Source: an optimization exercise on an open RTL-to-GDS flow (aim: small area, a short achievable clock period and few clock cycles per item). Production flows keep margins and buffers that such runs may drop.
The RTL of this run was laid out without a check of its function.

[flow/config.mk]
export PLATFORM = sky130hd
export DESIGN_NAME = fir_top
export DESIGN_NICKNAME = fir_top
export VERILOG_FILES = /design/flow/design.v
export SDC_FILE = /design/flow/constraint.sdc
export NUM_CORES = 4
export LEC_CHECK = 0
export CAP_MARGIN = 20
export CORE_MARGIN = 2
export CORE_UTILIZATION = 65
export CTS_BUF_LIST = sky130_fd_sc_hd__clkbuf_8
export CTS_CLUSTER_SIZE = 30
export SETUP_SLACK_MARGIN = 5
export SLEW_MARGIN = 20
export SYNTH_HIERARCHICAL = 1
[flow/constraint.sdc]
create_clock -name core_clock -period 10.0 [get_ports {clk}]
set_input_delay 2.0000 -clock core_clock [delete_from_list [all_inputs] [get_ports {clk}]]
set_output_delay 2.0000 -clock core_clock [all_outputs]
set_load 0.01 [all_outputs]
[flow/design.v]
module fir_top (
    input  wire       clk,
    input  wire       resetN,
    input  wire       sampleClk,
    input  wire [7:0] sample,
    output wire [7:0] sum,
    output reg        dav
);
   reg [7:0] h1, h2, h3, h4, h5, h6, h7, h8;
   reg [8:0] s23, s14, s16;
   reg [9:0] m3;
   reg [19:0] t1, t2;
   reg [3:0] ic;
   wire busy = ~ic[3] | ~ic[2];
   wire en = sampleClk | busy;
   wire [7:0] xin = busy ? 8'd0 : sample;
   wire s_1, c_2;
   ha us_1 (h1[0], h2[0], s_1, c_2);
   wire s_3, c_4;
   ha us_3 (h1[1], h2[1], s_3, c_4);
   wire s_5, c_6;
   ha us_5 (h1[2], h2[2], s_5, c_6);
   wire s_7, c_8;
   ha us_7 (h1[3], h2[3], s_7, c_8);
   wire s_9, c_10;
   ha us_9 (h1[4], h2[4], s_9, c_10);
   wire s_11, c_12;
   ha us_11 (h1[5], h2[5], s_11, c_12);
   wire s_13, c_14;
   ha us_13 (h1[6], h2[6], s_13, c_14);
   wire s_15, c_16;
   ha us_15 (h1[7], h2[7], s_15, c_16);
   wire s_17, c_18;
   ha us_17 (h1[7], h2[7], s_17, c_18);
   wire G_19 = c_4 | (s_3 & c_2);
   wire G_21 = c_6 | (s_5 & c_4);
   wire P_22 = s_5 & s_3;
   wire G_23 = c_8 | (s_7 & c_6);
   wire P_24 = s_7 & s_5;
   wire G_25 = c_10 | (s_9 & c_8);
   wire P_26 = s_9 & s_7;
   wire G_27 = c_12 | (s_11 & c_10);
   wire P_28 = s_11 & s_9;
   wire G_29 = c_14 | (s_13 & c_12);
   wire P_30 = s_13 & s_11;
   wire G_31 = c_16 | (s_15 & c_14);
   wire P_32 = s_15 & s_13;
   wire G_33 = c_18 | (s_17 & c_16);
   wire P_34 = s_17 & s_15;
   wire G_35 = G_21 | (P_22 & c_2);
   wire G_37 = G_23 | (P_24 & G_19);
   wire G_39 = G_25 | (P_26 & G_21);
   wire P_40 = P_26 & P_22;
   wire G_41 = G_27 | (P_28 & G_23);
   wire P_42 = P_28 & P_24;
   wire G_43 = G_29 | (P_30 & G_25);
   wire P_44 = P_30 & P_26;
   wire G_45 = G_31 | (P_32 & G_27);
   wire P_46 = P_32 & P_28;
   wire G_47 = G_33 | (P_34 & G_29);
   wire P_48 = P_34 & P_30;
   wire G_49 = G_39 | (P_40 & c_2);
   wire G_51 = G_41 | (P_42 & G_19);
   wire G_53 = G_43 | (P_44 & G_35);
   wire G_55 = G_45 | (P_46 & G_37);
   wire G_57 = G_47 | (P_48 & G_39);
   wire P_58 = P_48 & P_40;
   wire G_59 = G_57 | (P_58 & c_2);
   wire [8:0] s23n;
   assign s23n[0] = ~(s_1);
   assign s23n[1] = ~(s_3 ^ c_2);
   assign s23n[2] = ~(s_5 ^ G_19);
   assign s23n[3] = ~(s_7 ^ G_35);
   assign s23n[4] = ~(s_9 ^ G_37);
   assign s23n[5] = ~(s_11 ^ G_49);
   assign s23n[6] = ~(s_13 ^ G_51);
   assign s23n[7] = ~(s_15 ^ G_53);
   assign s23n[8] = s_17 ^ G_55;
   wire s_61, c_62;
   ha us_61 (sample[0], h3[0], s_61, c_62);
   wire s_63, c_64;
   ha us_63 (sample[1], h3[1], s_63, c_64);
   wire s_65, c_66;
   ha us_65 (sample[2], h3[2], s_65, c_66);
   wire s_67, c_68;
   ha us_67 (sample[3], h3[3], s_67, c_68);
   wire s_69, c_70;
   ha us_69 (sample[4], h3[4], s_69, c_70);
   wire s_71, c_72;
   ha us_71 (sample[5], h3[5], s_71, c_72);
   wire s_73, c_74;
   ha us_73 (sample[6], h3[6], s_73, c_74);
   wire s_75, c_76;
   ha us_75 (sample[7], h3[7], s_75, c_76);
   wire s_77, c_78;
   ha us_77 (sample[7], h3[7], s_77, c_78);
   wire G_79 = c_64 | (s_63 & c_62);
   wire G_81 = c_66 | (s_65 & c_64);
   wire P_82 = s_65 & s_63;
   wire G_83 = c_68 | (s_67 & c_66);
   wire P_84 = s_67 & s_65;
   wire G_85 = c_70 | (s_69 & c_68);
   wire P_86 = s_69 & s_67;
   wire G_87 = c_72 | (s_71 & c_70);
   wire P_88 = s_71 & s_69;
   wire G_89 = c_74 | (s_73 & c_72);
   wire P_90 = s_73 & s_71;
   wire G_91 = c_76 | (s_75 & c_74);
   wire P_92 = s_75 & s_73;
   wire G_93 = c_78 | (s_77 & c_76);
   wire P_94 = s_77 & s_75;
   wire G_95 = G_81 | (P_82 & c_62);
   wire G_97 = G_83 | (P_84 & G_79);
   wire G_99 = G_85 | (P_86 & G_81);
   wire P_100 = P_86 & P_82;
   wire G_101 = G_87 | (P_88 & G_83);
   wire P_102 = P_88 & P_84;
   wire G_103 = G_89 | (P_90 & G_85);
   wire P_104 = P_90 & P_86;
   wire G_105 = G_91 | (P_92 & G_87);
   wire P_106 = P_92 & P_88;
   wire G_107 = G_93 | (P_94 & G_89);
   wire P_108 = P_94 & P_90;
   wire G_109 = G_99 | (P_100 & c_62);
   wire G_111 = G_101 | (P_102 & G_79);
   wire G_113 = G_103 | (P_104 & G_95);
   wire G_115 = G_105 | (P_106 & G_97);
   wire G_117 = G_107 | (P_108 & G_99);
   wire P_118 = P_108 & P_100;
   wire G_119 = G_117 | (P_118 & c_62);
   wire [8:0] s14nr;
   assign s14nr[0] = ~(s_61);
   assign s14nr[1] = ~(s_63 ^ c_62);
   assign s14nr[2] = ~(s_65 ^ G_79);
   assign s14nr[3] = ~(s_67 ^ G_95);
   assign s14nr[4] = ~(s_69 ^ G_97);
   assign s14nr[5] = ~(s_71 ^ G_109);
   assign s14nr[6] = ~(s_73 ^ G_111);
   assign s14nr[7] = ~(s_75 ^ G_113);
   assign s14nr[8] = s_77 ^ G_115;
   wire [8:0] s14n = busy ? 9'd255 : s14nr;
   wire s_121, c_122;
   ha us_121 (sample[0], h5[0], s_121, c_122);
   wire s_123, c_124;
   ha us_123 (sample[1], h5[1], s_123, c_124);
   wire s_125, c_126;
   ha us_125 (sample[2], h5[2], s_125, c_126);
   wire s_127, c_128;
   ha us_127 (sample[3], h5[3], s_127, c_128);
   wire s_129, c_130;
   ha us_129 (sample[4], h5[4], s_129, c_130);
   wire s_131, c_132;
   ha us_131 (sample[5], h5[5], s_131, c_132);
   wire s_133, c_134;
   ha us_133 (sample[6], h5[6], s_133, c_134);
   wire s_135, c_136;
   ha us_135 (sample[7], h5[7], s_135, c_136);
   wire s_137, c_138;
   ha us_137 (sample[7], h5[7], s_137, c_138);
   wire G_139 = c_124 | (s_123 & c_122);
   wire G_141 = c_126 | (s_125 & c_124);
   wire P_142 = s_125 & s_123;
   wire G_143 = c_128 | (s_127 & c_126);
   wire P_144 = s_127 & s_125;
   wire G_145 = c_130 | (s_129 & c_128);
   wire P_146 = s_129 & s_127;
   wire G_147 = c_132 | (s_131 & c_130);
   wire P_148 = s_131 & s_129;
   wire G_149 = c_134 | (s_133 & c_132);
   wire P_150 = s_133 & s_131;
   wire G_151 = c_136 | (s_135 & c_134);
   wire P_152 = s_135 & s_133;
   wire G_153 = c_138 | (s_137 & c_136);
   wire P_154 = s_137 & s_135;
   wire G_155 = G_141 | (P_142 & c_122);
   wire G_157 = G_143 | (P_144 & G_139);
   wire G_159 = G_145 | (P_146 & G_141);
   wire P_160 = P_146 & P_142;
   wire G_161 = G_147 | (P_148 & G_143);
   wire P_162 = P_148 & P_144;
   wire G_163 = G_149 | (P_150 & G_145);
   wire P_164 = P_150 & P_146;
   wire G_165 = G_151 | (P_152 & G_147);
   wire P_166 = P_152 & P_148;
   wire G_167 = G_153 | (P_154 & G_149);
   wire P_168 = P_154 & P_150;
   wire G_169 = G_159 | (P_160 & c_122);
   wire G_171 = G_161 | (P_162 & G_139);
   wire G_173 = G_163 | (P_164 & G_155);
   wire G_175 = G_165 | (P_166 & G_157);
   wire G_177 = G_167 | (P_168 & G_159);
   wire P_178 = P_168 & P_160;
   wire G_179 = G_177 | (P_178 & c_122);
   wire [8:0] s16nr;
   assign s16nr[0] = ~(s_121);
   assign s16nr[1] = ~(s_123 ^ c_122);
   assign s16nr[2] = ~(s_125 ^ G_139);
   assign s16nr[3] = ~(s_127 ^ G_155);
   assign s16nr[4] = ~(s_129 ^ G_157);
   assign s16nr[5] = ~(s_131 ^ G_169);
   assign s16nr[6] = ~(s_133 ^ G_171);
   assign s16nr[7] = ~(s_135 ^ G_173);
   assign s16nr[8] = s_137 ^ G_175;
   wire [8:0] s16n = busy ? 9'd255 : s16nr;
   wire s_181, c_182;
   ha us_181 (sample[1], sample[0], s_181, c_182);
   wire s_183, c_184;
   ha us_183 (sample[2], sample[1], s_183, c_184);
   wire s_185, c_186;
   ha us_185 (sample[3], sample[2], s_185, c_186);
   wire s_187, c_188;
   ha us_187 (sample[4], sample[3], s_187, c_188);
   wire s_189, c_190;
   ha us_189 (sample[5], sample[4], s_189, c_190);
   wire s_191, c_192;
   ha us_191 (sample[6], sample[5], s_191, c_192);
   wire s_193, c_194;
   ha us_193 (sample[7], sample[6], s_193, c_194);
   wire s_195, c_196;
   ha us_195 (sample[7], sample[7], s_195, c_196);
   wire s_197, c_198;
   ha us_197 (sample[7], sample[7], s_197, c_198);
   wire G_199 = c_182 | (s_181 & 1'b0);
   wire G_201 = c_184 | (s_183 & c_182);
   wire P_202 = s_183 & s_181;
   wire G_203 = c_186 | (s_185 & c_184);
   wire P_204 = s_185 & s_183;
   wire G_205 = c_188 | (s_187 & c_186);
   wire P_206 = s_187 & s_185;
   wire G_207 = c_190 | (s_189 & c_188);
   wire P_208 = s_189 & s_187;
   wire G_209 = c_192 | (s_191 & c_190);
   wire P_210 = s_191 & s_189;
   wire G_211 = c_194 | (s_193 & c_192);
   wire P_212 = s_193 & s_191;
   wire G_213 = c_196 | (s_195 & c_194);
   wire P_214 = s_195 & s_193;
   wire G_215 = c_198 | (s_197 & c_196);
   wire P_216 = s_197 & s_195;
   wire G_217 = G_201 | (P_202 & 1'b0);
   wire G_219 = G_203 | (P_204 & G_199);
   wire G_221 = G_205 | (P_206 & G_201);
   wire P_222 = P_206 & P_202;
   wire G_223 = G_207 | (P_208 & G_203);
   wire P_224 = P_208 & P_204;
   wire G_225 = G_209 | (P_210 & G_205);
   wire P_226 = P_210 & P_206;
   wire G_227 = G_211 | (P_212 & G_207);
   wire P_228 = P_212 & P_208;
   wire G_229 = G_213 | (P_214 & G_209);
   wire P_230 = P_214 & P_210;
   wire G_231 = G_215 | (P_216 & G_211);
   wire P_232 = P_216 & P_212;
   wire G_233 = G_221 | (P_222 & 1'b0);
   wire G_235 = G_223 | (P_224 & G_199);
   wire G_237 = G_225 | (P_226 & G_217);
   wire G_239 = G_227 | (P_228 & G_219);
   wire G_241 = G_229 | (P_230 & G_221);
   wire P_242 = P_230 & P_222;
   wire G_243 = G_231 | (P_232 & G_223);
   wire P_244 = P_232 & P_224;
   wire G_245 = G_241 | (P_242 & 1'b0);
   wire G_247 = G_243 | (P_244 & G_199);
   wire [9:0] m3nr;
   assign m3nr[0] = ~(sample[0]);
   assign m3nr[1] = ~(s_181 ^ 1'b0);
   assign m3nr[2] = ~(s_183 ^ G_199);
   assign m3nr[3] = ~(s_185 ^ G_217);
   assign m3nr[4] = ~(s_187 ^ G_219);
   assign m3nr[5] = ~(s_189 ^ G_233);
   assign m3nr[6] = ~(s_191 ^ G_235);
   assign m3nr[7] = ~(s_193 ^ G_237);
   assign m3nr[8] = ~(s_195 ^ G_239);
   assign m3nr[9] = s_197 ^ G_245;
   wire [9:0] m3n = busy ? 10'd511 : m3nr;
   wire s_249, c_250;
   fa us_249 (s14[0], ~h6[0], 1'b1, s_249, c_250);
   wire s_251, c_252;
   fa us_251 (~s23[0], s14[1], 1'b1, s_251, c_252);
   wire s_253, c_254;
   xr xs_253 (h6[1], c_250, s_253);
   anb ns_253 (h6[1], c_250, c_254);
   wire s_255, c_256;
   fa us_255 (~s23[1], s14[2], s14[0], s_255, c_256);
   wire s_257, c_258;
   fa us_257 (~h6[2], c_252, s_255, s_257, c_258);
   wire s_259, c_260;
   fa us_259 (~s23[2], s23[0], s14[3], s_259, c_260);
   wire s_261, c_262;
   fa us_261 (s14[1], h7[0], ~h6[3], s_261, c_262);
   wire s_263, c_264;
   fa us_263 (c_256, s_259, s_261, s_263, c_264);
   wire s_265, c_266;
   fa us_265 (~s23[3], s23[1], 1'b1, s_265, c_266);
   wire s_267, c_268;
   fa us_267 (s14[4], s14[2], s14[0], s_267, c_268);
   wire s_269, c_270;
   fa us_269 (h7[1], ~h6[4], c_260, s_269, c_270);
   wire s_271, c_272;
   fa us_271 (c_262, s_265, s_267, s_271, c_272);
   wire s_273, c_274;
   ha us_273 (c_264, s_269, s_273, c_274);
   wire s_275, c_276;
   fa us_275 (~s23[4], s23[2], s14[5], s_275, c_276);
   wire s_277, c_278;
   fa us_277 (s14[3], s14[1], h7[2], s_277, c_278);
   wire s_279, c_280;
   fa us_279 (~h6[5], c_266, c_268, s_279, c_280);
   wire s_281, c_282;
   fa us_281 (s_275, s_277, c_270, s_281, c_282);
   wire s_283, c_284;
   fa us_283 (c_272, s_279, c_274, s_283, c_284);
   wire s_285, c_286;
   fa us_285 (~s23[5], s23[3], s14[6], s_285, c_286);
   wire s_287, c_288;
   fa us_287 (s14[4], s14[2], h7[3], s_287, c_288);
   wire s_289, c_290;
   fa us_289 (~h6[6], c_276, c_278, s_289, c_290);
   wire s_291, c_292;
   fa us_291 (s_285, s_287, c_280, s_291, c_292);
   wire s_293, c_294;
   fa us_293 (s_289, c_282, s_291, s_293, c_294);
   wire s_295, c_296;
   fa us_295 (~s23[6], s23[4], s23[0], s_295, c_296);
   wire s_297, c_298;
   fa us_297 (s14[7], s14[5], s14[3], s_297, c_298);
   wire s_299, c_300;
   fa us_299 (h7[4], h6[7], c_286, s_299, c_300);
   wire s_301, c_302;
   fa us_301 (c_288, s_295, s_297, s_301, c_302);
   wire s_303, c_304;
   fa us_303 (c_290, s_299, s_301, s_303, c_304);
   wire s_305, c_306;
   ha us_305 (c_292, s_303, s_305, c_306);
   wire s_307, c_308;
   fa us_307 (~s23[7], s23[5], 1'b1, s_307, c_308);
   wire s_309, c_310;
   fa us_309 (s23[1], s14[8], s14[6], s_309, c_310);
   wire s_311, c_312;
   fa us_311 (s14[4], ~s14[0], h7[5], s_311, c_312);
   wire s_313, c_314;
   fa us_313 (c_296, c_298, s_307, s_313, c_314);
   wire s_315, c_316;
   fa us_315 (s_309, s_311, c_300, s_315, c_316);
   wire s_317, c_318;
   fa us_317 (c_302, s_313, s_315, s_317, c_318);
   wire s_319, c_320;
   ha us_319 (c_304, c_306, s_319, c_320);
   wire s_321, c_322;
   fa us_321 (~s23[8], s23[6], s23[2], s_321, c_322);
   wire s_323, c_324;
   fa us_323 (s14[7], s14[5], h7[6], s_323, c_324);
   wire s_325, c_326;
   fa us_325 (~s14[1], c_308, c_310, s_325, c_326);
   wire s_327, c_328;
   fa us_327 (c_312, s_321, s_323, s_327, c_328);
   wire s_329, c_330;
   fa us_329 (c_314, s_325, s_327, s_329, c_330);
   wire s_331, c_332;
   fa us_331 (c_316, s_329, c_318, s_331, c_332);
   wire s_333, c_334;
   fa us_333 (s23[7], s23[3], 1'b1, s_333, c_334);
   wire s_335, c_336;
   fa us_335 (s23[0], s14[2], h7[7], s_335, c_336);
   wire s_337, c_338;
   fa us_337 (s14[8], s14[6], c_322, s_337, c_338);
   wire s_339, c_340;
   fa us_339 (c_324, s_333, ~s_335, s_339, c_340);
   wire s_341, c_342;
   fa us_341 (c_326, c_328, s_337, s_341, c_342);
   wire s_343, c_344;
   fa us_343 (s_339, c_330, s_341, s_343, c_344);
   wire s_345, c_346;
   fa us_345 (s23[8], s23[4], 1'b1, s_345, c_346);
   wire s_347, c_348;
   fa us_347 (s23[1], ~s14[7], s14[3], s_347, c_348);
   wire s_349, c_350;
   fa us_349 (c_334, ~c_336, s_345, s_349, c_350);
   wire s_351, c_352;
   fa us_351 (~s_347, c_338, c_340, s_351, c_352);
   wire s_353, c_354;
   fa us_353 (s_349, c_342, s_351, s_353, c_354);
   wire s_355, c_356;
   fa us_355 (s23[5], ~s23[2], s14[8], s_355, c_356);
   wire s_357, c_358;
   fa us_357 (s14[4], ~c_346, c_348, s_357, c_358);
   wire s_359, c_360;
   fa us_359 (s_355, c_350, ~s_357, s_359, c_360);
   wire s_361, c_362;
   ha us_361 (c_352, s_359, s_361, c_362);
   wire s_363, c_364;
   fa us_363 (s23[6], ~s23[3], 1'b1, s_363, c_364);
   wire s_365, c_366;
   fa us_365 (~s14[5], c_356, s_363, s_365, c_366);
   wire s_367, c_368;
   fa us_367 (~c_358, s_365, c_360, s_367, c_368);
   wire s_369, c_370;
   fa us_369 (s23[7], ~s23[4], 1'b1, s_369, c_370);
   wire s_371, c_372;
   fa us_371 (~s14[6], c_364, s_369, s_371, c_372);
   wire s_373, c_374;
   ha us_373 (c_366, s_371, s_373, c_374);
   wire s_375, c_376;
   fa us_375 (s23[8], ~s23[5], 1'b1, s_375, c_376);
   wire s_377, c_378;
   fa us_377 (~s14[7], c_370, s_375, s_377, c_378);
   wire s_379, c_380;
   ha us_379 (c_372, s_377, s_379, c_380);
   wire s_381, c_382;
   ha us_381 (s23[6], s14[8], s_381, c_382);
   wire s_383, c_384;
   fa us_383 (~s_381, c_376, c_378, s_383, c_384);
   wire s_385, c_386;
   xr xs_385 (s23[7], c_382, s_385);
   nr ns_385 (s23[7], c_382, c_386);
   wire s_387, c_388;
   xr xs_387 (s_251, s_253, s_387);
   anb ns_387 (s_253, s_251, c_388);
   wire s_389, c_390;
   ha us_389 (c_254, s_257, s_389, c_390);
   wire s_391, c_392;
   ha us_391 (c_258, s_263, s_391, c_392);
   wire s_393, c_394;
   ha us_393 (s_271, s_273, s_393, c_394);
   wire s_395, c_396;
   ha us_395 (s_281, s_283, s_395, c_396);
   wire s_397, c_398;
   ha us_397 (c_284, s_293, s_397, c_398);
   wire s_399, c_400;
   ha us_399 (c_294, s_305, s_399, c_400);
   wire s_401, c_402;
   ha us_401 (s_317, s_319, s_401, c_402);
   wire s_403, c_404;
   ha us_403 (c_320, s_331, s_403, c_404);
   wire s_405, c_406;
   ha us_405 (c_332, s_343, s_405, c_406);
   wire s_407, c_408;
   ha us_407 (c_344, s_353, s_407, c_408);
   wire s_409, c_410;
   ha us_409 (c_354, s_361, s_409, c_410);
   wire s_411, c_412;
   ha us_411 (c_362, s_367, s_411, c_412);
   wire s_413, c_414;
   ha us_413 (c_368, s_373, s_413, c_414);
   wire s_415, c_416;
   ha us_415 (c_374, s_379, s_415, c_416);
   wire s_417, c_418;
   ha us_417 (c_380, s_383, s_417, c_418);
   wire s_419, c_420;
   ha us_419 (c_384, s_385, s_419, c_420);
   wire s_421, c_422;
   xr xs_421 (s23[8], c_386, s_421);
   anb ns_421 (s23[8], c_386, c_422);
   wire G_423 = c_388 | (~s_387 & 1'b0);
   wire G_425 = c_390 | (s_389 & c_388);
   wire P_426 = s_389 & ~s_387;
   wire G_427 = c_392 | (s_391 & c_390);
   wire P_428 = s_391 & s_389;
   wire G_429 = c_394 | (s_393 & c_392);
   wire P_430 = s_393 & s_391;
   wire G_431 = c_396 | (s_395 & c_394);
   wire P_432 = s_395 & s_393;
   wire G_433 = c_398 | (s_397 & c_396);
   wire P_434 = s_397 & s_395;
   wire G_435 = c_400 | (s_399 & c_398);
   wire P_436 = s_399 & s_397;
   wire G_437 = c_402 | (s_401 & c_400);
   wire P_438 = s_401 & s_399;
   wire G_439 = c_404 | (s_403 & c_402);
   wire P_440 = s_403 & s_401;
   wire G_441 = c_406 | (s_405 & c_404);
   wire P_442 = s_405 & s_403;
   wire G_443 = c_408 | (s_407 & c_406);
   wire P_444 = s_407 & s_405;
   wire G_445 = c_410 | (s_409 & c_408);
   wire P_446 = s_409 & s_407;
   wire G_447 = c_412 | (s_411 & c_410);
   wire P_448 = s_411 & s_409;
   wire G_449 = c_414 | (s_413 & c_412);
   wire P_450 = s_413 & s_411;
   wire G_451 = c_416 | (s_415 & c_414);
   wire P_452 = s_415 & s_413;
   wire G_453 = c_418 | (s_417 & c_416);
   wire P_454 = s_417 & s_415;
   wire G_455 = c_420 | (s_419 & c_418);
   wire P_456 = s_419 & s_417;
   wire G_457 = c_422 | (~s_421 & c_420);
   wire P_458 = ~s_421 & s_419;
   wire G_459 = 1'b0 | (1'b1 & c_422);
   wire P_460 = 1'b1 & ~s_421;
   wire G_461 = G_425 | (P_426 & 1'b0);
   wire G_463 = G_427 | (P_428 & G_423);
   wire G_465 = G_429 | (P_430 & G_425);
   wire P_466 = P_430 & P_426;
   wire G_467 = G_431 | (P_432 & G_427);
   wire P_468 = P_432 & P_428;
   wire G_469 = G_433 | (P_434 & G_429);
   wire P_470 = P_434 & P_430;
   wire G_471 = G_435 | (P_436 & G_431);
   wire P_472 = P_436 & P_432;
   wire G_473 = G_437 | (P_438 & G_433);
   wire P_474 = P_438 & P_434;
   wire G_475 = G_439 | (P_440 & G_435);
   wire P_476 = P_440 & P_436;
   wire G_477 = G_441 | (P_442 & G_437);
   wire P_478 = P_442 & P_438;
   wire G_479 = G_443 | (P_444 & G_439);
   wire P_480 = P_444 & P_440;
   wire G_481 = G_445 | (P_446 & G_441);
   wire P_482 = P_446 & P_442;
   wire G_483 = G_447 | (P_448 & G_443);
   wire P_484 = P_448 & P_444;
   wire G_485 = G_449 | (P_450 & G_445);
   wire P_486 = P_450 & P_446;
   wire G_487 = G_451 | (P_452 & G_447);
   wire P_488 = P_452 & P_448;
   wire G_489 = G_453 | (P_454 & G_449);
   wire P_490 = P_454 & P_450;
   wire G_491 = G_455 | (P_456 & G_451);
   wire P_492 = P_456 & P_452;
   wire G_493 = G_457 | (P_458 & G_453);
   wire P_494 = P_458 & P_454;
   wire G_495 = G_459 | (P_460 & G_455);
   wire P_496 = P_460 & P_456;
   wire G_497 = G_465 | (P_466 & 1'b0);
   wire G_499 = G_467 | (P_468 & G_423);
   wire G_501 = G_469 | (P_470 & G_461);
   wire G_503 = G_471 | (P_472 & G_463);
   wire G_505 = G_473 | (P_474 & G_465);
   wire P_506 = P_474 & P_466;
   wire G_507 = G_475 | (P_476 & G_467);
   wire P_508 = P_476 & P_468;
   wire G_509 = G_477 | (P_478 & G_469);
   wire P_510 = P_478 & P_470;
   wire G_511 = G_479 | (P_480 & G_471);
   wire P_512 = P_480 & P_472;
   wire G_513 = G_481 | (P_482 & G_473);
   wire P_514 = P_482 & P_474;
   wire G_515 = G_483 | (P_484 & G_475);
   wire P_516 = P_484 & P_476;
   wire G_517 = G_485 | (P_486 & G_477);
   wire P_518 = P_486 & P_478;
   wire G_519 = G_487 | (P_488 & G_479);
   wire P_520 = P_488 & P_480;
   wire G_521 = G_489 | (P_490 & G_481);
   wire P_522 = P_490 & P_482;
   wire G_523 = G_491 | (P_492 & G_483);
   wire P_524 = P_492 & P_484;
   wire G_525 = G_493 | (P_494 & G_485);
   wire P_526 = P_494 & P_486;
   wire G_527 = G_495 | (P_496 & G_487);
   wire P_528 = P_496 & P_488;
   wire G_529 = G_505 | (P_506 & 1'b0);
   wire G_531 = G_507 | (P_508 & G_423);
   wire G_533 = G_509 | (P_510 & G_461);
   wire G_535 = G_511 | (P_512 & G_463);
   wire G_537 = G_513 | (P_514 & G_497);
   wire G_539 = G_515 | (P_516 & G_499);
   wire G_541 = G_517 | (P_518 & G_501);
   wire G_543 = G_519 | (P_520 & G_503);
   wire G_545 = G_521 | (P_522 & G_505);
   wire P_546 = P_522 & P_506;
   wire G_547 = G_523 | (P_524 & G_507);
   wire P_548 = P_524 & P_508;
   wire G_549 = G_525 | (P_526 & G_509);
   wire P_550 = P_526 & P_510;
   wire G_551 = G_527 | (P_528 & G_511);
   wire P_552 = P_528 & P_512;
   wire G_553 = G_545 | (P_546 & 1'b0);
   wire G_555 = G_547 | (P_548 & G_423);
   wire G_557 = G_549 | (P_550 & G_461);
   wire G_559 = G_551 | (P_552 & G_463);
   wire [19:0] t2n;
   assign t2n[0] = s_249;
   assign t2n[1] = ~s_387 ^ 1'b0;
   assign t2n[2] = s_389 ^ G_423;
   assign t2n[3] = s_391 ^ G_461;
   assign t2n[4] = s_393 ^ G_463;
   assign t2n[5] = s_395 ^ G_497;
   assign t2n[6] = s_397 ^ G_499;
   assign t2n[7] = s_399 ^ G_501;
   assign t2n[8] = s_401 ^ G_503;
   assign t2n[9] = s_403 ^ G_529;
   assign t2n[10] = s_405 ^ G_531;
   assign t2n[11] = s_407 ^ G_533;
   assign t2n[12] = s_409 ^ G_535;
   assign t2n[13] = s_411 ^ G_537;
   assign t2n[14] = s_413 ^ G_539;
   assign t2n[15] = s_415 ^ G_541;
   assign t2n[16] = s_417 ^ G_543;
   assign t2n[17] = s_419 ^ G_553;
   assign t2n[18] = ~s_421 ^ G_555;
   assign t2n[19] = ~(1'b1 ^ G_557);
   wire s_561, c_562;
   fa us_561 (t2[3], s16[1], ~h7[0], s_561, c_562);
   wire s_563, c_564;
   fa us_563 (t2[4], s16[2], s16[0], s_563, c_564);
   wire s_565, c_566;
   fa us_565 (h7[0], h7[1], ~c_562, s_565, c_566);
   wire s_567, c_568;
   fa us_567 (t2[5], s16[3], s16[1], s_567, c_568);
   wire s_569, c_570;
   fa us_569 (h7[1], h7[2], ~c_564, s_569, c_570);
   wire s_571, c_572;
   xr xs_571 (s_567, c_566, s_571);
   anb ns_571 (c_566, s_567, c_572);
   wire s_573, c_574;
   fa us_573 (t2[6], s16[4], s16[2], s_573, c_574);
   wire s_575, c_576;
   fa us_575 (~s16[0], h7[2], h7[3], s_575, c_576);
   wire s_577, c_578;
   fa us_577 (c_568, s_573, ~s_575, s_577, c_578);
   wire s_579, c_580;
   xr xs_579 (c_570, s_577, s_579);
   anb ns_579 (c_570, s_577, c_580);
   wire s_581, c_582;
   fa us_581 (t2[7], s16[5], s16[3], s_581, c_582);
   wire s_583, c_584;
   fa us_583 (~s16[1], h7[3], h7[4], s_583, c_584);
   wire s_585, c_586;
   fa us_585 (c_574, ~c_576, s_581, s_585, c_586);
   wire s_587, c_588;
   fa us_587 (~s_583, c_578, s_585, s_587, c_588);
   wire s_589, c_590;
   fa us_589 (t2[8], s16[6], s16[4], s_589, c_590);
   wire s_591, c_592;
   fa us_591 (~s16[2], h7[4], h7[5], s_591, c_592);
   wire s_593, c_594;
   fa us_593 (c_582, ~c_584, s_589, s_593, c_594);
   wire s_595, c_596;
   fa us_595 (~s_591, c_586, s_593, s_595, c_596);
   wire s_597, c_598;
   fa us_597 (t2[9], s16[7], s16[5], s_597, c_598);
   wire s_599, c_600;
   fa us_599 (~s16[3], h7[5], h7[6], s_599, c_600);
   wire s_601, c_602;
   fa us_601 (c_590, ~c_592, s_597, s_601, c_602);
   wire s_603, c_604;
   fa us_603 (~s_599, c_594, s_601, s_603, c_604);
   wire s_605, c_606;
   fa us_605 (t2[10], s16[8], s16[6], s_605, c_606);
   wire s_607, c_608;
   fa us_607 (s16[4], ~h7[6], h7[7], s_607, c_608);
   wire s_609, c_610;
   fa us_609 (c_598, s_605, s_607, s_609, c_610);
   wire s_611, c_612;
   fa us_611 (~c_600, c_602, s_609, s_611, c_612);
   wire s_613, c_614;
   fa us_613 (t2[11], s16[7], s16[5], s_613, c_614);
   wire s_615, c_616;
   fa us_615 (h7[7], c_606, c_608, s_615, c_616);
   wire s_617, c_618;
   fa us_617 (s_613, c_610, s_615, s_617, c_618);
   wire s_619, c_620;
   fa us_619 (t2[12], s16[8], s16[6], s_619, c_620);
   wire s_621, c_622;
   fa us_621 (c_614, s_619, c_616, s_621, c_622);
   wire s_623, c_624;
   fa us_623 (t2[13], s16[7], c_620, s_623, c_624);
   wire s_625, c_626;
   ha us_625 (t2[14], s16[8], s_625, c_626);
   wire s_627, c_628;
   ha us_627 (t2[2], s16[0], s_627, c_628);
   wire s_629, c_630;
   xr xs_629 (s_563, s_565, s_629);
   anb ns_629 (s_565, s_563, c_630);
   wire s_631, c_632;
   xr xs_631 (s_569, s_571, s_631);
   nr ns_631 (s_569, s_571, c_632);
   wire s_633, c_634;
   xr xs_633 (c_572, s_579, s_633);
   anb ns_633 (s_579, c_572, c_634);
   wire s_635, c_636;
   ha us_635 (c_580, s_587, s_635, c_636);
   wire s_637, c_638;
   ha us_637 (c_588, s_595, s_637, c_638);
   wire s_639, c_640;
   ha us_639 (c_596, s_603, s_639, c_640);
   wire s_641, c_642;
   ha us_641 (c_604, s_611, s_641, c_642);
   wire s_643, c_644;
   ha us_643 (c_612, s_617, s_643, c_644);
   wire s_645, c_646;
   ha us_645 (c_618, s_621, s_645, c_646);
   wire s_647, c_648;
   ha us_647 (c_622, s_623, s_647, c_648);
   wire s_649, c_650;
   ha us_649 (c_624, s_625, s_649, c_650);
   wire s_651, c_652;
   ha us_651 (t2[15], c_626, s_651, c_652);
   wire G_653 = 1'b0 | (t2[1] & 1'b0);
   wire G_655 = c_628 | (s_627 & 1'b0);
   wire P_656 = s_627 & t2[1];
   wire G_657 = 1'b0 | (s_561 & c_628);
   wire P_658 = s_561 & s_627;
   wire G_659 = c_630 | (~s_629 & 1'b0);
   wire P_660 = ~s_629 & s_561;
   wire G_661 = c_632 | (s_631 & c_630);
   wire P_662 = s_631 & ~s_629;
   wire G_663 = c_634 | (~s_633 & c_632);
   wire P_664 = ~s_633 & s_631;
   wire G_665 = c_636 | (s_635 & c_634);
   wire P_666 = s_635 & ~s_633;
   wire G_667 = c_638 | (s_637 & c_636);
   wire P_668 = s_637 & s_635;
   wire G_669 = c_640 | (s_639 & c_638);
   wire P_670 = s_639 & s_637;
   wire G_671 = c_642 | (s_641 & c_640);
   wire P_672 = s_641 & s_639;
   wire G_673 = c_644 | (s_643 & c_642);
   wire P_674 = s_643 & s_641;
   wire G_675 = c_646 | (s_645 & c_644);
   wire P_676 = s_645 & s_643;
   wire G_677 = c_648 | (s_647 & c_646);
   wire P_678 = s_647 & s_645;
   wire G_679 = c_650 | (s_649 & c_648);
   wire P_680 = s_649 & s_647;
   wire G_681 = c_652 | (s_651 & c_650);
   wire P_682 = s_651 & s_649;
   wire G_683 = 1'b0 | (t2[16] & c_652);
   wire P_684 = t2[16] & s_651;
   wire G_685 = 1'b0 | (t2[17] & 1'b0);
   wire P_686 = t2[17] & t2[16];
   wire G_687 = 1'b0 | (t2[18] & 1'b0);
   wire P_688 = t2[18] & t2[17];
   wire G_689 = 1'b0 | (t2[19] & 1'b0);
   wire P_690 = t2[19] & t2[18];
   wire G_691 = G_655 | (P_656 & 1'b0);
   wire G_693 = G_657 | (P_658 & G_653);
   wire G_695 = G_659 | (P_660 & G_655);
   wire P_696 = P_660 & P_656;
   wire G_697 = G_661 | (P_662 & G_657);
   wire P_698 = P_662 & P_658;
   wire G_699 = G_663 | (P_664 & G_659);
   wire P_700 = P_664 & P_660;
   wire G_701 = G_665 | (P_666 & G_661);
   wire P_702 = P_666 & P_662;
   wire G_703 = G_667 | (P_668 & G_663);
   wire P_704 = P_668 & P_664;
   wire G_705 = G_669 | (P_670 & G_665);
   wire P_706 = P_670 & P_666;
   wire G_707 = G_671 | (P_672 & G_667);
   wire P_708 = P_672 & P_668;
   wire G_709 = G_673 | (P_674 & G_669);
   wire P_710 = P_674 & P_670;
   wire G_711 = G_675 | (P_676 & G_671);
   wire P_712 = P_676 & P_672;
   wire G_713 = G_677 | (P_678 & G_673);
   wire P_714 = P_678 & P_674;
   wire G_715 = G_679 | (P_680 & G_675);
   wire P_716 = P_680 & P_676;
   wire G_717 = G_681 | (P_682 & G_677);
   wire P_718 = P_682 & P_678;
   wire G_719 = G_683 | (P_684 & G_679);
   wire P_720 = P_684 & P_680;
   wire G_721 = G_685 | (P_686 & G_681);
   wire P_722 = P_686 & P_682;
   wire G_723 = G_687 | (P_688 & G_683);
   wire P_724 = P_688 & P_684;
   wire G_725 = G_689 | (P_690 & G_685);
   wire P_726 = P_690 & P_686;
   wire G_727 = G_695 | (P_696 & 1'b0);
   wire G_729 = G_697 | (P_698 & G_653);
   wire G_731 = G_699 | (P_700 & G_691);
   wire G_733 = G_701 | (P_702 & G_693);
   wire G_735 = G_703 | (P_704 & G_695);
   wire P_736 = P_704 & P_696;
   wire G_737 = G_705 | (P_706 & G_697);
   wire P_738 = P_706 & P_698;
   wire G_739 = G_707 | (P_708 & G_699);
   wire P_740 = P_708 & P_700;
   wire G_741 = G_709 | (P_710 & G_701);
   wire P_742 = P_710 & P_702;
   wire G_743 = G_711 | (P_712 & G_703);
   wire P_744 = P_712 & P_704;
   wire G_745 = G_713 | (P_714 & G_705);
   wire P_746 = P_714 & P_706;
   wire G_747 = G_715 | (P_716 & G_707);
   wire P_748 = P_716 & P_708;
   wire G_749 = G_717 | (P_718 & G_709);
   wire P_750 = P_718 & P_710;
   wire G_751 = G_719 | (P_720 & G_711);
   wire P_752 = P_720 & P_712;
   wire G_753 = G_721 | (P_722 & G_713);
   wire P_754 = P_722 & P_714;
   wire G_755 = G_723 | (P_724 & G_715);
   wire P_756 = P_724 & P_716;
   wire G_757 = G_725 | (P_726 & G_717);
   wire P_758 = P_726 & P_718;
   wire G_759 = G_735 | (P_736 & 1'b0);
   wire G_761 = G_737 | (P_738 & G_653);
   wire G_763 = G_739 | (P_740 & G_691);
   wire G_765 = G_741 | (P_742 & G_693);
   wire G_767 = G_743 | (P_744 & G_727);
   wire G_769 = G_745 | (P_746 & G_729);
   wire G_771 = G_747 | (P_748 & G_731);
   wire G_773 = G_749 | (P_750 & G_733);
   wire G_775 = G_751 | (P_752 & G_735);
   wire P_776 = P_752 & P_736;
   wire G_777 = G_753 | (P_754 & G_737);
   wire P_778 = P_754 & P_738;
   wire G_779 = G_755 | (P_756 & G_739);
   wire P_780 = P_756 & P_740;
   wire G_781 = G_757 | (P_758 & G_741);
   wire P_782 = P_758 & P_742;
   wire G_783 = G_775 | (P_776 & 1'b0);
   wire G_785 = G_777 | (P_778 & G_653);
   wire G_787 = G_779 | (P_780 & G_691);
   wire G_789 = G_781 | (P_782 & G_693);
   wire [19:0] t1n;
   assign t1n[0] = t2[0];
   assign t1n[1] = t2[1] ^ 1'b0;
   assign t1n[2] = s_627 ^ G_653;
   assign t1n[3] = s_561 ^ G_691;
   assign t1n[4] = ~s_629 ^ G_693;
   assign t1n[5] = s_631 ^ G_727;
   assign t1n[6] = ~s_633 ^ G_729;
   assign t1n[7] = s_635 ^ G_731;
   assign t1n[8] = s_637 ^ G_733;
   assign t1n[9] = s_639 ^ G_759;
   assign t1n[10] = s_641 ^ G_761;
   assign t1n[11] = s_643 ^ G_763;
   assign t1n[12] = s_645 ^ G_765;
   assign t1n[13] = s_647 ^ G_767;
   assign t1n[14] = s_649 ^ G_769;
   assign t1n[15] = s_651 ^ G_771;
   assign t1n[16] = t2[16] ^ G_773;
   assign t1n[17] = t2[17] ^ G_783;
   assign t1n[18] = t2[18] ^ G_785;
   assign t1n[19] = ~(t2[19] ^ G_787);
   wire s_791, c_792;
   fa us_791 (t1[3], m3[0], ~h1[3], s_791, c_792);
   wire s_793, c_794;
   fa us_793 (t1[4], m3[1], ~h1[4], s_793, c_794);
   wire s_795, c_796;
   fa us_795 (t1[5], m3[2], ~h1[5], s_795, c_796);
   wire s_797, c_798;
   fa us_797 (t1[6], m3[3], ~h1[6], s_797, c_798);
   wire s_799, c_800;
   fa us_799 (t1[7], m3[4], h1[7], s_799, c_800);
   wire s_801, c_802;
   ha us_801 (t1[8], m3[5], s_801, c_802);
   wire s_803, c_804;
   ha us_803 (t1[9], m3[6], s_803, c_804);
   wire s_805, c_806;
   ha us_805 (t1[10], m3[7], s_805, c_806);
   wire s_807, c_808;
   ha us_807 (t1[11], m3[8], s_807, c_808);
   wire s_809, c_810;
   ha us_809 (t1[12], m3[9], s_809, c_810);
   wire s_811, c_812;
   xr xs_811 (t1[0], h1[0], s_811);
   anb ns_811 (h1[0], t1[0], c_812);
   wire s_813, c_814;
   xr xs_813 (t1[1], h1[1], s_813);
   anb ns_813 (h1[1], t1[1], c_814);
   wire s_815, c_816;
   xr xs_815 (t1[2], h1[2], s_815);
   anb ns_815 (h1[2], t1[2], c_816);
   wire s_817, c_818;
   ha us_817 (c_792, s_793, s_817, c_818);
   wire s_819, c_820;
   ha us_819 (c_794, s_795, s_819, c_820);
   wire s_821, c_822;
   ha us_821 (c_796, s_797, s_821, c_822);
   wire s_823, c_824;
   ha us_823 (c_798, s_799, s_823, c_824);
   wire s_825, c_826;
   ha us_825 (c_800, s_801, s_825, c_826);
   wire s_827, c_828;
   ha us_827 (c_802, s_803, s_827, c_828);
   wire s_829, c_830;
   ha us_829 (c_804, s_805, s_829, c_830);
   wire s_831, c_832;
   ha us_831 (c_806, s_807, s_831, c_832);
   wire s_833, c_834;
   ha us_833 (c_808, s_809, s_833, c_834);
   wire s_835, c_836;
   ha us_835 (t1[13], c_810, s_835, c_836);
   wire G_837 = c_814 | (~s_813 & c_812);
   wire G_839 = c_816 | (~s_815 & c_814);
   wire P_840 = ~s_815 & ~s_813;
   wire G_841 = 1'b0 | (s_791 & c_816);
   wire P_842 = s_791 & ~s_815;
   wire G_843 = c_818 | (s_817 & 1'b0);
   wire P_844 = s_817 & s_791;
   wire G_845 = c_820 | (s_819 & c_818);
   wire P_846 = s_819 & s_817;
   wire G_847 = c_822 | (s_821 & c_820);
   wire P_848 = s_821 & s_819;
   wire G_849 = c_824 | (s_823 & c_822);
   wire P_850 = s_823 & s_821;
   wire G_851 = c_826 | (s_825 & c_824);
   wire P_852 = s_825 & s_823;
   wire G_853 = c_828 | (s_827 & c_826);
   wire P_854 = s_827 & s_825;
   wire G_855 = c_830 | (s_829 & c_828);
   wire P_856 = s_829 & s_827;
   wire G_857 = c_832 | (s_831 & c_830);
   wire P_858 = s_831 & s_829;
   wire G_859 = c_834 | (s_833 & c_832);
   wire P_860 = s_833 & s_831;
   wire G_861 = c_836 | (s_835 & c_834);
   wire P_862 = s_835 & s_833;
   wire G_863 = 1'b0 | (t1[14] & c_836);
   wire P_864 = t1[14] & s_835;
   wire G_865 = 1'b0 | (t1[15] & 1'b0);
   wire P_866 = t1[15] & t1[14];
   wire G_867 = 1'b0 | (t1[16] & 1'b0);
   wire P_868 = t1[16] & t1[15];
   wire G_869 = 1'b0 | (t1[17] & 1'b0);
   wire P_870 = t1[17] & t1[16];
   wire G_871 = 1'b0 | (t1[18] & 1'b0);
   wire P_872 = t1[18] & t1[17];
   wire G_873 = 1'b0 | (t1[19] & 1'b0);
   wire P_874 = t1[19] & t1[18];
   wire G_875 = G_839 | (P_840 & c_812);
   wire G_877 = G_841 | (P_842 & G_837);
   wire G_879 = G_843 | (P_844 & G_839);
   wire P_880 = P_844 & P_840;
   wire G_881 = G_845 | (P_846 & G_841);
   wire P_882 = P_846 & P_842;
   wire G_883 = G_847 | (P_848 & G_843);
   wire P_884 = P_848 & P_844;
   wire G_885 = G_849 | (P_850 & G_845);
   wire P_886 = P_850 & P_846;
   wire G_887 = G_851 | (P_852 & G_847);
   wire P_888 = P_852 & P_848;
   wire G_889 = G_853 | (P_854 & G_849);
   wire P_890 = P_854 & P_850;
   wire G_891 = G_855 | (P_856 & G_851);
   wire P_892 = P_856 & P_852;
   wire G_893 = G_857 | (P_858 & G_853);
   wire P_894 = P_858 & P_854;
   wire G_895 = G_859 | (P_860 & G_855);
   wire P_896 = P_860 & P_856;
   wire G_897 = G_861 | (P_862 & G_857);
   wire P_898 = P_862 & P_858;
   wire G_899 = G_863 | (P_864 & G_859);
   wire P_900 = P_864 & P_860;
   wire G_901 = G_865 | (P_866 & G_861);
   wire P_902 = P_866 & P_862;
   wire G_903 = G_867 | (P_868 & G_863);
   wire P_904 = P_868 & P_864;
   wire G_905 = G_869 | (P_870 & G_865);
   wire P_906 = P_870 & P_866;
   wire G_907 = G_871 | (P_872 & G_867);
   wire P_908 = P_872 & P_868;
   wire G_909 = G_873 | (P_874 & G_869);
   wire P_910 = P_874 & P_870;
   wire G_911 = G_879 | (P_880 & c_812);
   wire G_913 = G_881 | (P_882 & G_837);
   wire G_915 = G_883 | (P_884 & G_875);
   wire G_917 = G_885 | (P_886 & G_877);
   wire G_919 = G_887 | (P_888 & G_879);
   wire P_920 = P_888 & P_880;
   wire G_921 = G_889 | (P_890 & G_881);
   wire P_922 = P_890 & P_882;
   wire G_923 = G_891 | (P_892 & G_883);
   wire P_924 = P_892 & P_884;
   wire G_925 = G_893 | (P_894 & G_885);
   wire P_926 = P_894 & P_886;
   wire G_927 = G_895 | (P_896 & G_887);
   wire P_928 = P_896 & P_888;
   wire G_929 = G_897 | (P_898 & G_889);
   wire P_930 = P_898 & P_890;
   wire G_931 = G_899 | (P_900 & G_891);
   wire P_932 = P_900 & P_892;
   wire G_933 = G_901 | (P_902 & G_893);
   wire P_934 = P_902 & P_894;
   wire G_935 = G_903 | (P_904 & G_895);
   wire P_936 = P_904 & P_896;
   wire G_937 = G_905 | (P_906 & G_897);
   wire P_938 = P_906 & P_898;
   wire G_939 = G_907 | (P_908 & G_899);
   wire P_940 = P_908 & P_900;
   wire G_941 = G_909 | (P_910 & G_901);
   wire P_942 = P_910 & P_902;
   wire G_943 = G_919 | (P_920 & c_812);
   wire G_945 = G_921 | (P_922 & G_837);
   wire G_947 = G_923 | (P_924 & G_875);
   wire G_949 = G_925 | (P_926 & G_877);
   wire G_951 = G_927 | (P_928 & G_911);
   wire G_953 = G_929 | (P_930 & G_913);
   wire G_955 = G_931 | (P_932 & G_915);
   wire G_957 = G_933 | (P_934 & G_917);
   wire G_959 = G_935 | (P_936 & G_919);
   wire P_960 = P_936 & P_920;
   wire G_961 = G_937 | (P_938 & G_921);
   wire P_962 = P_938 & P_922;
   wire G_963 = G_939 | (P_940 & G_923);
   wire P_964 = P_940 & P_924;
   wire G_965 = G_941 | (P_942 & G_925);
   wire P_966 = P_942 & P_926;
   wire G_967 = G_959 | (P_960 & c_812);
   wire G_969 = G_961 | (P_962 & G_837);
   wire G_971 = G_963 | (P_964 & G_875);
   wire G_973 = G_965 | (P_966 & G_877);
   wire [19:0] r;
   assign r[0] = ~s_811;
   assign r[1] = ~s_813 ^ c_812;
   assign r[2] = ~s_815 ^ G_837;
   assign r[3] = s_791 ^ G_875;
   assign r[4] = s_817 ^ G_877;
   assign r[5] = s_819 ^ G_911;
   assign r[6] = s_821 ^ G_913;
   assign r[7] = s_823 ^ G_915;
   assign r[8] = s_825 ^ G_917;
   assign r[9] = s_827 ^ G_943;
   assign r[10] = s_829 ^ G_945;
   assign r[11] = s_831 ^ G_947;
   assign r[12] = s_833 ^ G_949;
   assign r[13] = s_835 ^ G_951;
   assign r[14] = t1[14] ^ G_953;
   assign r[15] = t1[15] ^ G_955;
   assign r[16] = t1[16] ^ G_957;
   assign r[17] = t1[17] ^ G_967;
   assign r[18] = t1[18] ^ G_969;
   assign r[19] = t1[19] ^ G_971;
   wire c7;
   carry7 uc7 (r[9:3], sample[6:0], c7);
   reg [9:0] rq;
   reg c7q;
   outr uor (rq, h1[7], c7q, sum);
   always @(posedge clk, negedge resetN)
     if (!resetN) begin
        ic <= 4'd0;
        dav <= 1'b0;
     end else begin
        if (busy) ic <= ic + 4'd1;
        dav <= sampleClk & ~busy;
     end
   always @(posedge clk) begin
      rq <= r[19:10];
      c7q <= c7;
      if (en) begin
         t1 <= t1n; t2 <= t2n;
         s23 <= s23n; s14 <= s14n; s16 <= s16n;
         m3 <= m3n;
         h1 <= xin; h2 <= h1; h3 <= h2; h4 <= h3;
         h5 <= h4; h6 <= h5; h7 <= h6; h8 <= h7;
      end
   end
endmodule
module carry7 (input [6:0] a, input [6:0] b, output c);
   wire [7:0] s = {1'b0, a} + {1'b0, b};
   assign c = s[7];
endmodule
module outr (input [9:0] r, input x7, input c7, output [7:0] o);
   wire [8:0] rh = r[9:1];
   wire signed [8:0] rs = rh;
   wire [1:0] n = r[0] + !x7 + c7;
   wire up = n[1];
   wire sp = (rs >= 9'sd129) | ((rs == 9'sd128) & (n != 2'd0)) | ((rs == 9'sd127) & (n == 2'd3));
   wire sn = (rs <= -9'sd130) | ((rs == -9'sd129) & (n != 2'd3)) | ((rs == -9'sd128) & (n == 2'd0));
   wire [7:0] v = rh[7:0] + up;
   assign o = sp ? 8'h7f : sn ? 8'h80 : v;
endmodule
module fa (input a, input b, input c, output s, output co);
   assign s = a ^ b ^ c;
   assign co = (a & b) | (a & c) | (b & c);
endmodule
module ha (input a, input b, output s, output co);
   assign s = a ^ b;
   assign co = a & b;
endmodule
module xr (input a, input b, output y);
   assign y = a ^ b;
endmodule
module nr (input a, input b, output y);
   assign y = ~(a | b);
endmodule
module anb (input a, input b, output y);
   assign y = ~a & b;
endmodule
[flow/run.sh]
#!/bin/bash
# synth_recipe.tcl (not shown) runs the flow's synth.tcl, then flattens the netlist and writes it again
# the make line also repeats each setting of config.mk as NAME=value (left out here)
make -C /OpenROAD-flow-scripts/flow DESIGN_CONFIG=/design/flow/config.mk WORK_HOME=/design/flow/orfs CLKGATE_MAP_FILE= SYNTH_SCRIPT=/design/flow/synth_recipe.tcl finish
==> results.txt <==
-- per-layer routing --
metal	GRT usage (%)	up-vias	part of all wire [%]
li1	-	3160	-
met1	33.9	3375	43
met2	44.8	131	50
met3	5.46	32	4.1
met4	8.12	0	2.1
met5	0	-	0
-- worst reg2reg max path: cells and delay by family, from the launching register on --
family / cells / cell delay (ns)
AO/OA/AOI/OAI: 4 / 1.01
buffers and inverters: 1 / 0.15
flip-flops: 1 / 0.45
adder cells (fa/ha/maj): 5 / 2.21
AND/OR/NAND/NOR: 3 / 0.56
-- area by class of cell --
class	count	area [um^2]	area share, %
Tap cell	216	270	2.33
Clock inverter	15	139	1.20
Inverter	71	267	2.30
Sequential cell	149	4340	37.4
Multi-Input combinational cell	643	6090	52.5
Timing Repair Buffer	28	253	2.18
Clock buffer	17	234	2.02
-- per-module statistics from Yosys (local to each module, per instance) --
module	copies in the design	cells	flip-flops and latches	cell area, um^2
ha	85	1	0	12.5
xr	11	1	0	8.76
anb	10	1	0	13.8
fir_top	1	602	149	7010
carry7	1	14	0	125
fa	95	1	0	20.0
outr	1	44	0	347
nr	2	1	0	3.75
-- logic make-up after synthesis --
logic type / count (synthesis) / synth area share, %
buf+inv: 79 / 2.78
flops: 149 / 40.6
xor+xnor: 77 / 6.31
mux: 2 / 0.199
compound gates: 162 / 10.0
other cells: 1 / 0.0351
simple gates: 194 / 10.0
fa+ha+maj: 199 / 30.0
-- through the flow --
| stage | cells | util (%) |
|---|---|---|
| floorplan | 871 | - |
| global placement | 1100 | 69.8 |
| detailed placement | 1100 | 69.8 |
| CTS | 1137 | 72.3 |
| global route | 1139 | 72.4 |
| finish | 1139 | 72.4 |
-- flip-flops by register name (all words and copies together), names as in the netlist --
name / cells
t2: 20
dav: 1
s23: 9
ic: 4
rq: 10
h5: 8
m3: 10
t1: 20
h2: 8
h4: 8
c7q: 1
s16: 9
h1: 8
s14: 9
h7: 8
h3: 8
h6: 8
-- worst min path at each step --
stage	from	to	slack [ns]	cells after the start
floorplan	h4[0]	h5[0]	0.40	0
global placement	h4[0]	h5[0]	0.40	0
detailed placement	h4[6]	h5[6]	0.41	0
CTS	h4[7]	h5[7]	0.43	0
global route	h4[6]	h5[6]	0.44	0
finish	h4[7]	h5[7]	0.43	0
-- cell usage after synthesis, types with 4 or more instances --
master     count  area, um^2
nor2_1        43         161
o21bai_1       4        30.0
ha_1         100        1250
clkbuf_1       6        22.5
a21oi_1       51         255
or3_1          8        50.1
dfxtp_1       11         220
xor2_1        34         298
xnor2_1       43         377
nand3_1       24         120
o21a_1        13        97.6
edfxtp_1     133        3990
a21o_1        21         158
a211oi_1       5        37.5
nor2b_4       10         138
fa_1          96        1920
o2111ai_1      4        35.0
a31oi_1        6        37.5
inv_1         71         267
nor3_1        10        50.1
nand2_1       41         154
nor2b_1        8        50.1
and3_1        13        81.3
nand2b_1      16         100
dfrtp_1        5         125
o21ai_1        6        30.0
o21ai_0       25         125
-- repair_timing --
| action | in CTS | in global routing |
|---|---|---|
| setup buffers | 5 | 2 |
| pin swaps | 2 | 4 |
| endpoints found under the setup margin | 8 | 6 |
| hold buffers | 0 | 0 |
| resized for setup | 5 | 10 |
| hold endpoints to repair | 0 | 0 |
==> flow_metrics.py <==
metrics = {
    "logic_synthesis": {
        "syn-instance-count": 863,
        "synthDistinctLibCells": 63,
        "ys_warn_count": 7,
        "ys_seq_area_share_pct": 40.6,
        "syn_area_um2": 10700,
        "synthFlopType": "edfxtp_1",
        "yosys_register_bits": 149,
        "syn-mean-instance-area_um2": 12.4,
        "synth_edf_count": 133,
        "async_flop_share_pct": 3.36,
    },
    "critical_path": {
        "timing.rr.end": "t2[19]",
        "worstPathArrival_ns": 2.91,
        "cp-start-kind": "flip-flop",
        "crit_start": "h1[7]",
        "cp_max_fo": 5,
        "critPathBufInv": 3,
        "ff2ff_path_depth": 13,
        "crit_family": "adder cells",
        "regToRegStartpoint": "s23[3]",
        "worst_ep_required_time_ns": 8.00,
        "critPathMaxStageDelay_ns": 0.44,
        "path_depth": 8,
        "crit_chain": "inv_2, fa_2, or4_4, nor4_4, a21oi_2, buf_4, maj3_2, clkdlybuf4s15_1",
        "path_class": "flip-flop to output port",
        "endpoint_kind": "output port",
        "critPathCapture": "sum[1]",
        "slowest_stage": "fa_2",
        "reg2reg_slack_ns": 5.36,
    },
    "clock_network": {
        "cts_sinks": 149,
        "clockBufferDepth": 2,
        "insertion_delay_ns": 0.47,
        "cts_root_buffer": "clkbuf_8",
        "h-tree-depth": 4,
        "path_clk_slew_ns": 0.09,
        "cts_tree": "built",
        "tritoncts.num_buffers": 17,
    },
    "timing": {
        "worst_slack_ns": 5.09,
        "tns_ns": 0,
        "period_minus_slack_ns": 4.91,
        "tightest_slew_ns": 1.03,
        "grt_setup_unrepaired": "yes",
        "period_share_pct": 49.1,
        "slew_violations": 0,
        "maxSlewHeadroom_pct": 31.2,
        "fmax_mhz": 204,
        "final-setup-viol-count": 0,
        "hold_viol_final": 0,
        "holdWs_ns": 0.425,
        "fin_skew_ns": 0.0210,
    },
    "floorplan": {
        "num_rows": 46,
        "die_h_um": 132,
        "coreArea_um2": 16000,
        "initial_utilization_pct": 66.8,
        "io_pins": 20,
        "die_x_um": 132,
        "dieArea_um2": 17500,
    },
    "route": {
        "wl_per_cell_um": 18.5,
        "viasPerCell": 5.88,
        "dr.pass1.iters": 5,
        "drt_iter0_markers": 477,
        "finalWirelength_um": 21100,
        "final_antenna_net_count": 0,
        "num_vias": 6698,
        "drcViolationCount": 0,
    },
    "grt": {
        "grt_pass1_vias": 7151,
        "antenna_found_initial": 0,
        "grt_overflow": 0,
        "grt.total_usage_pct": 26.2,
        "grt_pass1_wl_um": 35300,
        "grt_max_degree": 77,
    },
    "layout": {
        "num_antenna_cells": 0,
        "areaGrowthSynthToFinish_pct": 8.48,
        "stdcell_area_um2": 11600,
        "fill_cells": 1168,
        "layout_commonest_cell": "edfxtp_1",
        "drive_above_1_share_pct": 8.67,
        "final_cell_mix": "133 x edfxtp_1, 100 x ha_1, 95 x fa_1",
        "final_nets": 1117,
    },
    "place": {
        "dp_slack_ns": 5.18,
        "hpwlAfterDp_um": 16800,
        "gp_congestion": 0.908,
        "place_area_um2": 11200,
        "io_buffers": 19,
    },
    "job": {
        "cap_violations": 0,
    },
    "outcome": {
        "outcome": "complete, no violations",
    },
    "worst_hold_path": {
        "min_path_type": "flip-flop to flip-flop",
    },
}

==> re-timing with driven ports <==
No port has a modelled driver above. Below, the same layout with a new extraction and two added sets of constraints.
Step 1 (the two cells are an assumption about what drives the block):
set clk [get_ports {clk}]
set_driving_cell -lib_cell sky130_fd_sc_hd__clkbuf_16 $clk
set_driving_cell -lib_cell sky130_fd_sc_hd__buf_2 [delete_from_list [all_inputs] $clk]
Step 2 times the ports against the registers' clock, not the clock port: input delays grow and output delays shrink by t, the midpoint of the rising clock arrivals with the driver on.
a / b / c = ideal / step 1 / step 2; a / b = the first two.
t (ns): 0.498
setup slack, ns: 5.090 / 5.049 / 5.282
clock arrival spread, ns: 0.023 / 0.024
After both steps setup and hold are still met in this run. The setup slack of this run moves by -0.041 ns with the drivers and by +0.192 ns with both steps.
